Source: an optimization exercise on an open RTL-to-GDS flow (aim: small area). Production flows keep margins and buffers that such runs may drop. Function was checked by simulation only, so behaviour that the tests miss may differ from the original.

Setup of alpha:
Design cordic, start of the top module:
module cordic(angle, out1, clk);
  input signed [31:0] angle;
  input clk;
  output [15:0] out1;
  wire [15:0] a_hi = angle[31:16];
  wire [14:0] u_c = (a_hi[15] != a_hi[14]) ? {15{~a_hi[15]}} : {~a_hi[14], a_hi[13:0]};
  wire [15:0] x_1;
  wire signed [16:0] y_2;
  reg [15:0] x_1_t; reg signed [16:0] y_2_t;
  assign x_1 = x_1_t; assign y_2 = y_2_t;
  always @* case (u_c[14:9])
    6'd0: begin x_1_t = 16'd43266; y_2_t = -17'sd33652; end
    6'd1: begin x_1_t = 16'd42234; y_2_t = -17'sd32318; end
    6'd2: begin x_1_t = 16'd41245; y_2_t = -17'sd31012; end
    6'd3: begin x_1_t = 16'd40295; y_2_t = -17'sd29738; end
    6'd4: begin x_1_t = 16'd39382; y_2_t = -17'sd28487; end
    6'd5: begin x_1_t = 16'd38510; y_2_t = -17'sd27271; end
    6'd6: begin x_1_t = 16'd37677; y_2_t = -17'sd26079; end
    6'd7: begin x_1_t = 16'd36879; y_2_t = -17'sd24915; end
    6'd8: begin x_1_t = 16'd36093; y_2_t = -17'sd23733; end
    6'd9: begin x_1_t = 16'd35367; y_2_t = -17'sd22617; end
    6'd10: begin x_1_t = 16'd34678; y_2_t = -17'sd21521; end
  ...
==> flow/config.mk <==
export PLATFORM = sky130hd
export DESIGN_NAME = cordic
export DESIGN_NICKNAME = cordic
export VERILOG_FILES = /design/flow/design.v
export SDC_FILE = /design/flow/constraint.sdc
export NUM_CORES = 4
export LEC_CHECK = 0
export CAP_MARGIN = 20
export CORE_MARGIN = 2
export CORE_UTILIZATION = 40
export CTS_BUF_LIST = sky130_fd_sc_hd__clkbuf_8
export CTS_CLUSTER_DIAMETER = 60
export CTS_CLUSTER_SIZE = 20
export SLEW_MARGIN = 20
==> flow/constraint.sdc <==
create_clock -name core_clock -period 5.5 [get_ports {clk}]
set_input_delay 1.1000 -clock core_clock [delete_from_list [all_inputs] [get_ports {clk}]]
set_output_delay 1.1000 -clock core_clock [all_outputs]
set_load 0.01 [all_outputs]
run.sh (not shown) runs the stock make flow with config.mk's settings and CLKGATE_MAP_FILE= SYNTH_SCRIPT=/design/flow/synth_recipe.tcl, a recipe that flattens the netlist after the stock synthesis.
alpha: all stages complete, timing, DRC and antenna checks passed
Here is what was changed in the inputs of beta compared with alpha.
Settings: swapping 40 for 60 in CORE_UTILIZATION; swapping sky130_fd_sc_hd__clkbuf_8 for sky130_fd_sc_hd__clkbuf_16 in CTS_BUF_LIST; swapping 20 for 30 in CTS_CLUSTER_SIZE; swapping 60 for 100 in CTS_CLUSTER_DIAMETER; putting PLACE_DENSITY at 0.7 where nothing was set.
==> run summary <==
beta vs alpha: final routed wirelength across all metal layers down
beta drops fewer vias than alpha.
On count of input and output buffers, beta tracks alpha almost exactly.
From alpha to beta the numbers moved as follows: data required time of the worst path decreased by 0.08 ns relative to the old numbers, tap cell count decreased by 31% relative to the old numbers.
The longest individual stage delay on the worst path was comparable across alpha and beta.
Sequential share of layout area, alpha and beta, lower one = alpha.
Compared with alpha, beta degrades setup slack.
Relative to alpha, the detailed-routed wire length on met2 measured on beta has decreased by a few percent.
alpha and beta ended up with nearly the same hold slack.
beta vs alpha — horizontal extent of the die dropped by more than 10%
Input-level comparison between gamma and beta:
Settings: CTS_CLUSTER_DIAMETER: 100 -> 45; CTS_BUF_LIST: sky130_fd_sc_hd__clkbuf_16 -> sky130_fd_sc_hd__clkbuf_8; CORE_UTILIZATION: 60 -> 40; PLACE_DENSITY: 0.7 -> unset; CTS_CLUSTER_SIZE: 30 -> 18.
### Flow results
Diff beta -> gamma | HPWL after detailed placement | up by a few percent
Weighted congestion at the end of routability-driven global placement (higher): beta
Against beta, horizontal die dimension in gamma rose by more than 10%.
Quantity of I/O buffers inserted on ports came out exactly the same in beta and gamma.
Side by side, final critical-path required period turned out higher in gamma than in beta.
gamma vs beta — setup slack dropped 0.0050 ns.
For delta, these inputs were changed with respect to gamma:
Settings: a change of CTS_CLUSTER_DIAMETER from 45 to 50; a change of CORE_UTILIZATION from 40 to 55; a change of CTS_CLUSTER_SIZE from 18 to 16.
Looking at gamma and delta, the sequential cell area in the final layout is a wash.
gamma has a higher half-perimeter wire length of the detailed placement result than delta.
What gamma reported for cell count after placement has to be multiplied by 0.928 to get the figure for delta.
Between delta and gamma, the largest stage delay on the critical path figures differ only marginally.
delta vs gamma: final core utilization up in delta
delta — cell count about 8% lower, gamma as reference
Multi-input logic portion of the cell area was lower in the run labelled gamma.
Reported for gamma and delta, area after synthesis turned out identical to the last digit.
met1 capacity usage during global routing is higher on delta
[inputs] epsilon vs delta
Settings: CTS_CLUSTER_SIZE: 16 -> 12; CTS_CLUSTER_DIAMETER: 50 -> 40; CORE_UTILIZATION: 55 -> 40; CTS_BUF_LIST: sky130_fd_sc_hd__clkbuf_8 -> sky130_fd_sc_hd__clkbuf_4 sky130_fd_sc_hd__clkbuf_8.
### Flow results
The total grt overflow was comparable across epsilon and delta. epsilon vs. delta: sequential share of layout area down 1.4 points; total of clock buffers placed in the layout up about 60%. epsilon gives less worst setup slack than delta did. delta -> epsilon: fmax flat. [epsilon] transition time at the pin with the least slew margin fell 0.25 ns relative to delta.

========
run E:
cordic again, from the RTL that the note above started with.
export LEC_CHECK = 0
export CAP_MARGIN = 20
export CORE_MARGIN = 2
export CORE_UTILIZATION = 40
export CTS_BUF_LIST = sky130_fd_sc_hd__clkbuf_16
export CTS_CLUSTER_DIAMETER = 100
export CTS_CLUSTER_SIZE = 30
export SLEW_MARGIN = 20
create_clock -name core_clock -period 5.5 [get_ports {clk}]
Changes in run C relative to run E:
- CTS_CLUSTER_SIZE: 30 -> 24
- CTS_CLUSTER_DIAMETER: 100 -> 80
- CTS_BUF_LIST: sky130_fd_sc_hd__clkbuf_16 -> sky130_fd_sc_hd__clkbuf_8 sky130_fd_sc_hd__clkbuf_16
[summary]
In the final reports, the cell area of run C is larger than that of run E. Status: final-layout non-clock buffer area share parity (run C, run E). The register-to-register slack on run C is in line with that on run E. Comparing run C and run E, the lower sequential portion of the cell area was measured on run C.

==> port drivers added, routing unchanged <==
In the flow no input, the clock included, has a driving cell. The finished layouts below were timed again as built, in two steps. Step 1 assumes that a clkbuf_16 drives the clock port and a buf_2 every other input. Step 2 adds t to the input delays and takes it off the output delays; t is the mean of the earliest and latest rising clock arrival at the registers after step 1. Input paths then give back, and output paths get back, about the clock's delay inside the block. Slacks: ideal ports / drivers / drivers and shift; pairs: ideal ports / drivers.
run	t, ns	setup WS [ns]	worst data-port slew with drivers (ns)
alpha	0.719	0.212 / 0.212 / 0.212	0.04
beta	0.643	0.191 / 0.191 / 0.191	0.07
gamma	0.734	0.186 / 0.186 / 0.186	0.04
delta	0.706	0.209 / 0.209 / 0.209	0.04
epsilon	0.736	0.204 / 0.204 / 0.204	0.04
run E	0.676	0.185 / 0.185 / 0.185	0.04
run C	0.630	0.198 / 0.198 / 0.198	0.04
After both steps every run listed still meets setup and hold.
